From an optimization exercise on the open Yosys and OpenROAD flow, aimed at small area and a short achievable clock period; shortcuts taken in it are not production practice. At most, simulation tests tie the RTL to the original design; equivalence was not proved. No functional check of the RTL was part of run 2.

--- flow/config.mk ---
export PLATFORM = sky130hd
export DESIGN_NAME = neuron
export DESIGN_NICKNAME = neuron
export VERILOG_FILES = /design/flow/design.v
export SDC_FILE = /design/flow/constraint.sdc
export NUM_CORES = 4
export LEC_CHECK = 0
export CAP_MARGIN = 20
export CORE_MARGIN = 2
export CORE_UTILIZATION = 40
export SLEW_MARGIN = 20
--- flow/constraint.sdc ---
create_clock -name core_clock -period 9.5 [get_ports {clk}]
set_input_delay 1.9000 -clock core_clock [delete_from_list [all_inputs] [get_ports {clk}]]
set_output_delay 1.9000 -clock core_clock [all_outputs]
set_load 0.01 [all_outputs]
--- flow/design.v ---
`timescale 1ns/1ns
module datapath(
    input clk , rst , ldW1 , ldW2 , ldX1 , ldX2 , ldT , ldB,
    input signed [6:0] x1in, x2in,
    input signed [1:0] tin,
    output signed [1:0] tout,
    output eq
);
    reg signed [1:0] t ;
    reg signed [6:0] x1 , x2 ;
    reg signed [13:0] w1 , w2 , b ;
    localparam signed [13:0] posAlpha = 14'b00000011000000;
    localparam signed [13:0] negAlpha = 14'b11111101000000;
    wire signed [20:0] m1 , m2 , mw1 , mw2 ;
    wire signed [13:0] s , sw1 , sw2 , sb ;
    wire signed [13:0] alphaT ;
    assign alphaT = t[1] ? negAlpha : posAlpha ;
    assign m1 = x1 * w1 ;
    assign m2 = x2 * w2 ;
    assign s = m1[17:4] + m2[17:4] + b ;
    assign eq = ~(s[13] ^ t[1]) ;
    assign mw1 = x1 * alphaT ;
    assign mw2 = x2 * alphaT ;
    assign sw1 = mw1[17:4] + w1;
    assign sw2 = mw2[17:4] + w2;
    assign sb  = b + alphaT;
    always @(posedge clk, posedge rst) begin
        if (rst) begin
            w1 <= 0 ; w2 <= 0 ; b <= 0 ;
            x1 <= 0 ; x2 <= 0 ; t <= 0 ;
        end
        else begin
            x1 <= ldX1 ? x1in : x1;
            x2 <= ldX2 ? x2in : x2;
            t  <= ldT  ? tin  : t ;
            w1 <= ldW1 ? sw1 : w1 ;
            w2 <= ldW2 ? sw2 : w2 ;
            b  <= ldB  ? sb  : b  ;
        end
    end
    assign tout = { s[13] , 1'b1 } ;
endmodule  
`timescale 1ns/1ns
module controller(
  input clk , rst , eq , start , EOF , EOI ,
  output reg ldW1 , ldW2 , ldX1 , ldX2 , ldT , ldB , updating ,
  output learned
);
    reg [2:0] ns , ps;
    reg _learned ;
    assign learned = _learned ;
    localparam [2:0] idle = 0, starting = 1, toLearn = 2 , getX = 3, upadteWeight = 4 , getTestInput = 5 ;
    always @ (ps , eq , start , EOF , EOI , _learned) begin
        case (ps)
            idle      : ns = start ? starting : idle ;
            starting  : ns = _learned ? getTestInput : toLearn ;
            toLearn   : ns = getX ;
            getX      : begin
                if (EOF) begin
                    ns = starting;
                end else begin
                    if (eq)
                        ns = getX;
                    else
                        ns = upadteWeight;
                end
            end
            upadteWeight : ns = getX ;
            getTestInput : ns = EOI ? idle : getTestInput ;
            default: ns = idle;
        endcase
    end
    always @ (ps , eq) begin
        ldW1 = 0 ; ldW2 = 0 ; ldX1 = 0 ; ldX2 = 0 ; ldT = 0 ; ldB = 0 ; updating = 0 ;
        case (ps)
            getX: begin
                ldX1    = 1 ;
                ldX2    = 1 ;
                ldT     = 1 ;
                if (~eq) begin
                    updating = 1 ;
                end
            end
            upadteWeight: begin
                ldW1    = 1 ;
                ldW2    = 1 ;
                ldB     = 1 ;
            end
            getTestInput: begin
                ldX1 = 1 ;
                ldX2 = 1 ;
            end
            default: ;
        endcase
    end
    always @(posedge clk, posedge rst) begin
        if (rst) _learned <= 1'b0;
        else if (ns == toLearn) _learned <= 1'b1;
        else if (ns == upadteWeight) _learned <= 1'b0;
    end
    always @(posedge clk, posedge rst) begin
        if (rst) ps <= idle;
        else ps <= ns;
    end
endmodule  
`timescale 1ns/1ns
module neuron(
    input clk , rst , start , EOI , EOF ,
    input signed [6:0] x1 , x2 ,
    input signed [1:0] tin ,
    output learned , updating ,
    output signed [1:0] tout
);
    wire ldW1 , ldW2 , ldX1 , ldX2 , ldT , ldB , eq ;
    datapath dp(
        .clk(clk),
        .rst(rst),
        .ldW1(ldW1),
        .ldW2(ldW2),
        .ldX1(ldX1),
        .ldX2(ldX2),
        .ldT(ldT),
        .ldB(ldB),
        .eq(eq),
        .x1in(x1),
        .x2in(x2),
        .tin(tin),
        .tout(tout)
    );
    controller ct(
        .clk(clk),
        .rst(rst),
        .ldW1(ldW1),
        .ldW2(ldW2),
        .ldX1(ldX1),
        .ldX2(ldX2),
        .ldT(ldT),
        .ldB(ldB),
        .eq(eq),
        .EOF(EOF),
        .EOI(EOI),
        .start(start),
        .learned(learned),
        .updating(updating)
    );
endmodule  
--- flow/run.sh ---
#!/bin/bash
# synth_recipe.tcl (not shown) runs the flow's synth.tcl, then flattens the netlist and writes it again
# the make line also repeats each setting of config.mk as NAME=value (left out here)
make -C /OpenROAD-flow-scripts/flow DESIGN_CONFIG=/design/flow/config.mk WORK_HOME=/design/flow/orfs CLKGATE_MAP_FILE= SYNTH_SCRIPT=/design/flow/synth_recipe.tcl finish
==> impl_metrics.csv, run 1 <==
group,metric,value,unit
finish,final_nets,1625,
sta,hold_viol_final,0,
route,route.detailed.drc,0,
clock_tree,clockBufferDepth,2,
worst_hold_path,min_from,"dp.b[13]$_DFFE_PP0N_",
worst_setup_path,cp_data_arrival_time,7.12,ns
sta,worst_slew_pin_slew,0.7751,ns
yosys,syn-instance-count,1234,
yosys,synth_warnings,2,
finish,areaGrowthSynthToFinish,9.217,%
worst_setup_path,cpMostUsedCell,"fa_1",
route,viasPerCell,4.835,
yosys,synth_seq_cells,51,
yosys,synth_area_leaders,"fa_1 30%, ha_1 17%, dfrtp_1 11%",
grt,grt_max_degree,63,
placed_design,hpwl,18780,um
worst_setup_path,slowest_stage,"fa_1",
worst_hold_path,hold_path.class,"reg2reg",
grt,grt_pass1_wl,40080,um
worst_setup_path,cp.required,7.60,ns
clock_tree,h-tree-depth,2,
sta,rsz0062_at_grt,"no",
grt,overflow,0,
worst_hold_path,hold_depth,1,
finish,fillCellCount,2799,
grt,antenna_found_initial,0,
worst_setup_path,crit_fanout,10,
worst_setup_path,slowest_delay,0.50,ns
yosys,yosys_most_used_dff,"dfrtp_1",
clock_tree,path_clk_slew,0.07,ns
worst_setup_path,start_kind,"flop",
worst_setup_path,reg2reg_from,"dp.x2[1]$_DFFE_PP0P_",
clock_tree,ctsHoldBuffers,0,
die,core,28470,um2
clock_tree,post_cts_buffers,0,
yosys,synth-seq-area-share,11.10,%
worst_setup_path,rrSetupSlack,2.47,ns
die,die_x,173.5,um
die,die_y,173.5,um
grt,grt_use_total,16.14,%
sta,skew,0.006664,ns
worst_setup_path,cp_num_buf_inv,7,
sta,slew_viol_final,0,
finish,n_antenna_cell,0,
yosys,yosysUniqueCellTypes,56,
yosys,synth_top_area_share,30.29,%
worst_hold_path,worst_hold_path.endpoint,"dp.b[13]$_DFFE_PP0N_",
worst_setup_path,r2r_cells,29,
die,ioPinCount,25,
grt,grt_pass1_vias,8236,
die,start_util,40.39,%
route,ant_nets,0,
sta,finalSetupTns,0,ns
yosys,synthArstFlopShare,100.0,%
worst_setup_path,path_class,"reg2out",
worst_setup_path,path_delay_family,"adder cells",
sta,timing.hold.ws,0.5023,ns
route,dr.pass1.iters,6,
clock_tree,cts_root_buf,"clkbuf_16",
clock_tree,clock_latency,0.31,ns
sta,setup_viol,0,
worst_setup_path,cp-end-kind,"output port",
die,rows,62,
placed_design,placed_cells,1649,
worst_setup_path,r2r-end,"ct.ps[0]$_DFF_PP0_",
route,wl_per_cell,13.56,um
yosys,syn_area,11500,um2
finish,final_area,12560,um2
sta,timing.fmax,0.1108,GHz
placed_design,place_area,12360,um2
route,route.vias.total,8012,
finish,fin_cells,1657,
route,wirelength,22470,um
yosys,syn_area_per_cell,9.318,um2
clock_tree,cts_tree,"built",
clock_tree,cts-buffers-inserted,5,
yosys,synth_top_area_cell,"fa_1",
flow_run,maxCapViolCount,0,
finish,drive_gt1_share,6.206,%
sta,post-route-period-util,94.98,%
status,outcome,"timing/DRC/antenna clean",
yosys,synth_commonest_cells,"238 x inv_1, 174 x fa_1, 158 x ha_1, 119 x and2_1, 63 x xnor2_1",
placed_design,io_buffers,22,
worst_setup_path,crit_start,"dp.x2[1]$_DFFE_PP0P_",
sta,period_minus_slack,9.023,ns
yosys,synth.most_common_cell,"inv_1",
route,drt-initial-drc-count,292,
yosys,synth_edf_count,0,
clock_tree,clock-sinks,51,
sta,relSlewSlack,48.20,%
placed_design,routabilityCongestion,0.7940,
die,dieArea,30120,um2
-- kinds of logic (layout without fill, tap and decap cells) --
group,count (synthesis),count (layout),synth area share [%]
adders and majority gates,332,332,47.49
and+or+nand+nor,294,294,13.41
buffers and inverters,268,305,8.781
AOI/OAI and AO/OA,175,175,9.826
xor gates and xnor gates,90,90,7.149
DFF,51,51,11.10
muxes,23,23,2.220
other,1,3,0.03261
-- through the flow --
step           setup WS (ns)  util (%)
3_3_place_gp          0.1654     43.43
3_5_place_dp          0.1421     43.43
5_1_grt              0.03178     44.11
6_report              0.4770     44.11
4_1_cts              0.03119     44.03
2_1_floorplan         0.8279         -
-- cells in the final DEF, fill, tap and decap left out, types with 11 or more instances in the layout --
| master | synthesis | layout |
|---|---|---|
| inv_1 | 238 | 237 |
| fa_1 | 174 | 174 |
| ha_1 | 158 | 158 |
| and2_1 | 119 | 119 |
| xnor2_1 | 63 | 63 |
| nand2_1 | 62 | 61 |
| nor2_1 | 52 | 52 |
| dfrtp_1 | 51 | 48 |
| o21ai_0 | 47 | 46 |
| a21oi_1 | 49 | 46 |
| buf_4 | 1 | 35 |
| xor2_1 | 25 | 25 |
| a21o_1 | 23 | 23 |
| mux2_2 | 20 | 20 |
| clkdlybuf4s50_1 | 0 | 20 |
| o21bai_1 | 13 | 13 |
| nand2b_1 | 13 | 13 |
| nor2b_1 | 11 | 11 |
-- state kept, by name (all words and copies together), names as in the netlist --
register	flops
ct._learned	1
ct.ps	3
dp.b	8
dp.t	1
dp.w1	12
dp.w2	12
dp.x1	7
dp.x2	7
-- routing by layer --
metal / vias to the layer above / part of all wire, % / global-route usage (%) / routed length [um]
met4: 0 / 0.67 / 2.189 / 150
met2: 74 / 46 / 26.55 / 10340
met1: 3938 / 51 / 23.86 / 11480
met5: - / 0 / 0 / 0
li1: 3992 / - / - / -
met3: 8 / 2.2 / 1.272 / 497
-- what timing repair did --
item | in CTS | in global routing
resized for setup | 4 | 7
pin swaps | 1 | 2
endpoints found under the setup margin | 2 | 2
-- final cells by class --
class                           instances  area, um2  share of cell area (%)
Multi-Input combinational cell        917       9253                   73.68
Inverter                              240      900.9                   7.173
Timing Repair Buffer                   57      488.0                   3.886
Clock buffer                            8      156.4                   1.245
Sequential cell                        51       1280                   10.19
Tap cell                              384      480.5                   3.826
-- how the worst max path moves through the flow --
| stage | end | slack (ns) | cells past startpoint |
|---|---|---|---|
| 2_1_floorplan | updating | 0.83 | 27 |
| 3_3_place_gp | updating | 0.17 | 27 |
| 3_5_place_dp | updating | 0.14 | 27 |
| 4_1_cts | updating | 0.03 | 28 |
| 5_1_grt | updating | 0.03 | 29 |
| 6_report | updating | 0.48 | 29 |
==> run 2, diff against run 1 <==
==> flow/design.v (replaced) <==
`timescale 1ns/1ns
module datapath(
    input clk , rst , ldW , ldX , ldT ,
    input signed [6:0] x1in , x2in ,
    input signed [1:0] tin ,
    output [1:0] tout ,
    output eq
);
    reg signed [6:0] x1 , x2 ;
    reg t1 ;
    reg signed [11:0] w1h , w2h ;
    reg [7:0] bh ;
    wire signed [18:0] p1 = x1 * w1h ;
    wire signed [18:0] p2 = x2 * w2h ;
    wire [13:0] s = p1[15:2] + p2[15:2] + {bh, 6'b000000} ;
    assign eq = ~(s[13] ^ t1) ;
    assign tout = { s[13] , 1'b1 } ;
    wire signed [11:0] d1 = {{5{x1[6]}}, x1} + {{4{x1[6]}}, x1, 1'b0} ;
    wire signed [11:0] d2 = {{5{x2[6]}}, x2} + {{4{x2[6]}}, x2, 1'b0} ;
    always @(posedge clk, posedge rst) begin
        if (rst) begin
            w1h <= 0 ; w2h <= 0 ; bh <= 0 ;
            x1 <= 0 ; x2 <= 0 ; t1 <= 0 ;
        end
        else begin
            if (ldX) begin x1 <= x1in ; x2 <= x2in ; end
            if (ldT) t1 <= tin[1] ;
            if (ldW) begin
                w1h <= t1 ? w1h - d1 : w1h + d1 ;
                w2h <= t1 ? w2h - d2 : w2h + d2 ;
                bh  <= t1 ? bh - 8'd3 : bh + 8'd3 ;
            end
        end
    end
endmodule
`timescale 1ns/1ns
module controller(
    input clk , rst , eq , start , EOF , EOI ,
    output ldW , ldX , ldT , updating ,
    output reg learned
);
    reg [2:0] ps, ns;
    localparam [2:0] idle = 0, starting = 1, toLearn = 2, getX = 3, update = 4, test = 5;
    always @(*) begin
        case (ps)
            idle     : ns = start ? starting : idle;
            starting : ns = learned ? test : toLearn;
            toLearn  : ns = getX;
            getX     : ns = EOF ? starting : (eq ? getX : update);
            update   : ns = getX;
            test     : ns = EOI ? idle : test;
            default  : ns = idle;
        endcase
    end
    assign ldX = (ps == getX) | (ps == test);
    assign ldT = (ps == getX);
    assign ldW = (ps == update);
    assign updating = (ps == getX) & ~eq;
    always @(posedge clk, posedge rst) begin
        if (rst) learned <= 1'b0;
        else if (ns == toLearn) learned <= 1'b1;
        else if (ns == update) learned <= 1'b0;
    end
    always @(posedge clk, posedge rst) begin
        if (rst) ps <= idle;
        else ps <= ns;
    end
endmodule
`timescale 1ns/1ns
module neuron(
    input clk , rst , start , EOI , EOF ,
    input signed [6:0] x1 , x2 ,
    input signed [1:0] tin ,
    output learned , updating ,
    output signed [1:0] tout
);
    wire ldW, ldX, ldT, eq;
    datapath dp(
        .clk(clk), .rst(rst), .ldW(ldW), .ldX(ldX), .ldT(ldT),
        .x1in(x1), .x2in(x2), .tin(tin), .tout(tout), .eq(eq)
    );
    controller ct(
        .clk(clk), .rst(rst), .eq(eq), .start(start), .EOF(EOF), .EOI(EOI),
        .ldW(ldW), .ldX(ldX), .ldT(ldT), .updating(updating), .learned(learned)
    );
endmodule
==> impl_metrics.csv, run 2 <==
group,metric,value,unit
route,drt-initial-drc-count,250,
placed_design,place_ws,0.2489,ns
die,start_util,40.69,%
sta,slew_viol_final,0,
yosys,syn_area_per_cell,9.104,um2
die,dieArea,25130,um2
finish,fillCellCount,2304,
sta,finalSetupTns,0,ns
finish,layout_commonest_cell,"inv_1",
worst_setup_path,reg2reg_from,"dp.x2[3]$_DFFE_PP0P_",
die,rows,56,
worst_setup_path,cpMostUsedCell,"inv_1",
clock_tree,clock_latency,0.30,ns
worst_setup_path,rrSetupSlack,2.38,ns
placed_design,hpwl,15770,um
grt,grt_max_degree,52,
worst_setup_path,start_kind,"flop",
yosys,synthMuxAreaShare,2.437,%
yosys,synth_top_family_by_area,"adder cells",
grt,grt-busiest-layer,"met2",
yosys,yosys_most_used_dff,"dfrtp_1",
route,viasPerCell,4.910,
grt,grt_use_total,17.20,%
worst_setup_path,path_class,"reg2out",
yosys,yosysUniqueCellTypes,61,
route,dr.pass1.iters,4,
worst_setup_path,cp.required,7.60,ns
sta,setup_viol,0,
route,ant_nets,0,
yosys,synth_seq_cells,51,
sta,relSlewSlack,50.24,%
sta,worst_slew_pin_slew,0.7464,ns
yosys,synth_top_area_cell,"fa_1",
clock_tree,clockBufferDepth,2,
clock_tree,cts_root_buf,"clkbuf_16",
worst_hold_path,hold_depth,1,
clock_tree,h-tree-depth,2,
yosys,synth.most_common_cell,"inv_1",
grt,grtUsageMet3,1.851,%
sta,layout_setup_ws,0.4881,ns
worst_setup_path,r2r_cells,30,
finish,n_antenna_cell,0,
status,outcome,"timing/DRC/antenna clean",
yosys,synth-compound-area-share,11.07,%
yosys,synth-seq-area-share,13.36,%
sta,post-route-period-util,94.86,%
finish,final_nets,1345,
sta,hold_viol_final,0,
yosys,synth_warnings,2,
placed_design,io_buffers,22,
route,wl_per_cell,13.86,um
sta,period_minus_slack,9.012,ns
clock_tree,cts-buffers-inserted,5,
worst_hold_path,min_from,"dp.bh[7]$_DFFE_PP0N_",
yosys,syn-instance-count,1049,
clock_tree,cts_tree,"built",
yosys,synth_top_area_share,24.73,%
yosys,synthArstFlopShare,100.0,%
worst_setup_path,slowest_stage,"fa_1",
yosys,synth_commonest_cells,"173 x inv_1, 122 x ha_1, 118 x fa_1, 103 x and2_1, 71 x nand2_1",
grt,antenna_found_initial,0,
grt,use_met1,25.08,%
worst_setup_path,cp-end-kind,"output port",
worst_hold_path,hold_path.class,"reg2reg",
finish,drive_gt1_share,7.558,%
yosys,synthAdderAreaFrac,40.72,%
grt,globalRouteMet2Util,28.16,%
grt,grt_pass1_wl,34630,um
placed_design,routabilityCongestion,0.7934,
yosys,synth_edf_count,0,
yosys,yosys.area_share.simple,15.75,%
sta,skew,0.006641,ns
die,ioPinCount,25,
clock_tree,clock-sinks,51,
sta,rsz0062_at_grt,"no",
grt,overflow,0,
finish,areaGrowthSynthToFinish,10.19,%
die,die_y,158.5,um
route,wirelength,19460,um
route,route.detailed.drc,0,
yosys,synth_xor_area_share,8.673,%
die,core,23470,um2
finish,top_regs,"dp.w1h x12, dp.w2h x12, dp.bh x8",
clock_tree,ctsHoldBuffers,0,
sta,timing.fmax,0.1110,GHz
die,die_x,158.5,um
worst_setup_path,r2r-end,"ct.learned$_DFFE_PP0P_",
yosys,syn_area,9550,um2
clock_tree,path_clk_slew,0.08,ns
yosys,synth_area_leaders,"fa_1 25%, ha_1 16%, dfrtp_1 13%",
worst_hold_path,worst_hold_path.endpoint,"dp.bh[7]$_DFFE_PP0N_",
worst_setup_path,slowest_delay,0.53,ns
grt,grt_pass1_vias,7140,
worst_setup_path,crit_fanout,6,
finish,mostFrequentLayoutCells,"172 x inv_1, 122 x ha_1, 118 x fa_1",
route,route.vias.total,6893,
flow_run,maxCapViolCount,0,
worst_setup_path,cp_data_arrival_time,7.11,ns
run 2: changes by cell type after synthesis, sizes merged, moves of 8 or more:
cell | before | now
o21ai | 48 | 40
fa | 174 | 118
ha | 158 | 122
and2 | 119 | 103
nand2 | 62 | 71
inv | 238 | 174
run 2: worst max-delay path by stage:
stage / cells past startpoint / slack (ns) / end / start
2_1_floorplan: 29 / 0.99 / updating / dp.x1[3]$_DFFE_PP0P_
3_3_place_gp: 24 / 0.34 / updating / dp.x2[3]$_DFFE_PP0P_
3_5_place_dp: 29 / 0.25 / updating / dp.x2[3]$_DFFE_PP0P_
4_1_cts: 29 / 0.03 / updating / dp.w1h[0]$_DFFE_PP0N_
5_1_grt: 28 / 0.15 / updating / dp.w1h[2]$_DFFE_PP0N_
6_report: 29 / 0.49 / updating / dp.x2[3]$_DFFE_PP0P_
run 2: kinds of logic after synthesis:
logic type | after synthesis
flops | 51
xor+xnor | 92
other cells | 1
mux | 21
fa+ha+maj | 240
simple gates | 286
compound gates | 158
buf+inv | 200
run 2: layer usage:
layer | routed length (um) | up-vias | part of all wire (%)
li1 | - | 3433 | -
met1 | 9716 | 3364 | 50
met2 | 8866 | 88 | 46
met3 | 725 | 8 | 3.7
met4 | 152 | 0 | 0.78
met5 | 0 | - | 0
run 2: area by class of cell:
cell class	instances	area [um2]	share of cell area, %
inverter	174	653.1	6.206
multi-input combinational	798	7536	71.61
clock buffer	6	128.9	1.225
sequential	51	1281	12.17
tap	319	399.1	3.793
timing repair buffer	54	465.4	4.423
clock inverter	2	60.06	0.5707
run 2: stage by stage:
step / hold slack (ns) / area [um2] / instances / utilization, %
floorplan: 0.4619 / 9550 / 1049 / -
global placement: 0.4924 / 10280 / 1392 / 43.78
detailed placement: 0.4951 / 10280 / 1392 / 43.78
CTS: 0.5143 / 10490 / 1401 / 44.67
global route: 0.5482 / 10520 / 1404 / 44.83
finish: 0.5093 / 10520 / 1404 / 44.83
run 2: worst max-delay path: cells and delay by family (launching register included):
family | cells | cell delay [ns]
adders and majority gates | 7 | 3.22
AOI/OAI and AO/OA | 7 | 1.39
xor gates and xnor gates | 3 | 0.65
and+or+nand+nor | 5 | 0.61
DFF | 1 | 0.46
buffers and inverters | 7 | 0.46
run 2: what timing repair did:
action / in CTS / in global routing
endpoints found under the setup margin: 1 / 2
hold endpoints to repair: 0 / 0
buffers inserted: 1 / 3
gates resized for setup: 4 / 7
pin swaps: 0 / 1
cloned: 0 / 0

## afterwards: timing with drivers on the ports
No port has a modelled driver above. Below, the same layouts with a new extraction and two added sets of constraints. Step 1, drivers: a clkbuf_16 drives clk and a buf_2 each remaining input, both assumed. Step 2 times the ports against the registers' clock, not the clock port: input delays grow and output delays shrink by t, the midpoint of the rising clock arrivals with the driver on. a / b / c = ideal ports / drivers / drivers and shift; a / b = the first two.
run | shift t [ns] | setup slack, ns | worst setup path after step 2 | cell pins on the clock port's net
run 1 | 0.345 | 0.477 / 0.436 / 0.781 | register to output | 1
run 2 | 0.335 | 0.488 / 0.450 / 0.785 | register to output | 1
After both steps setup and hold are still met in every run listed.
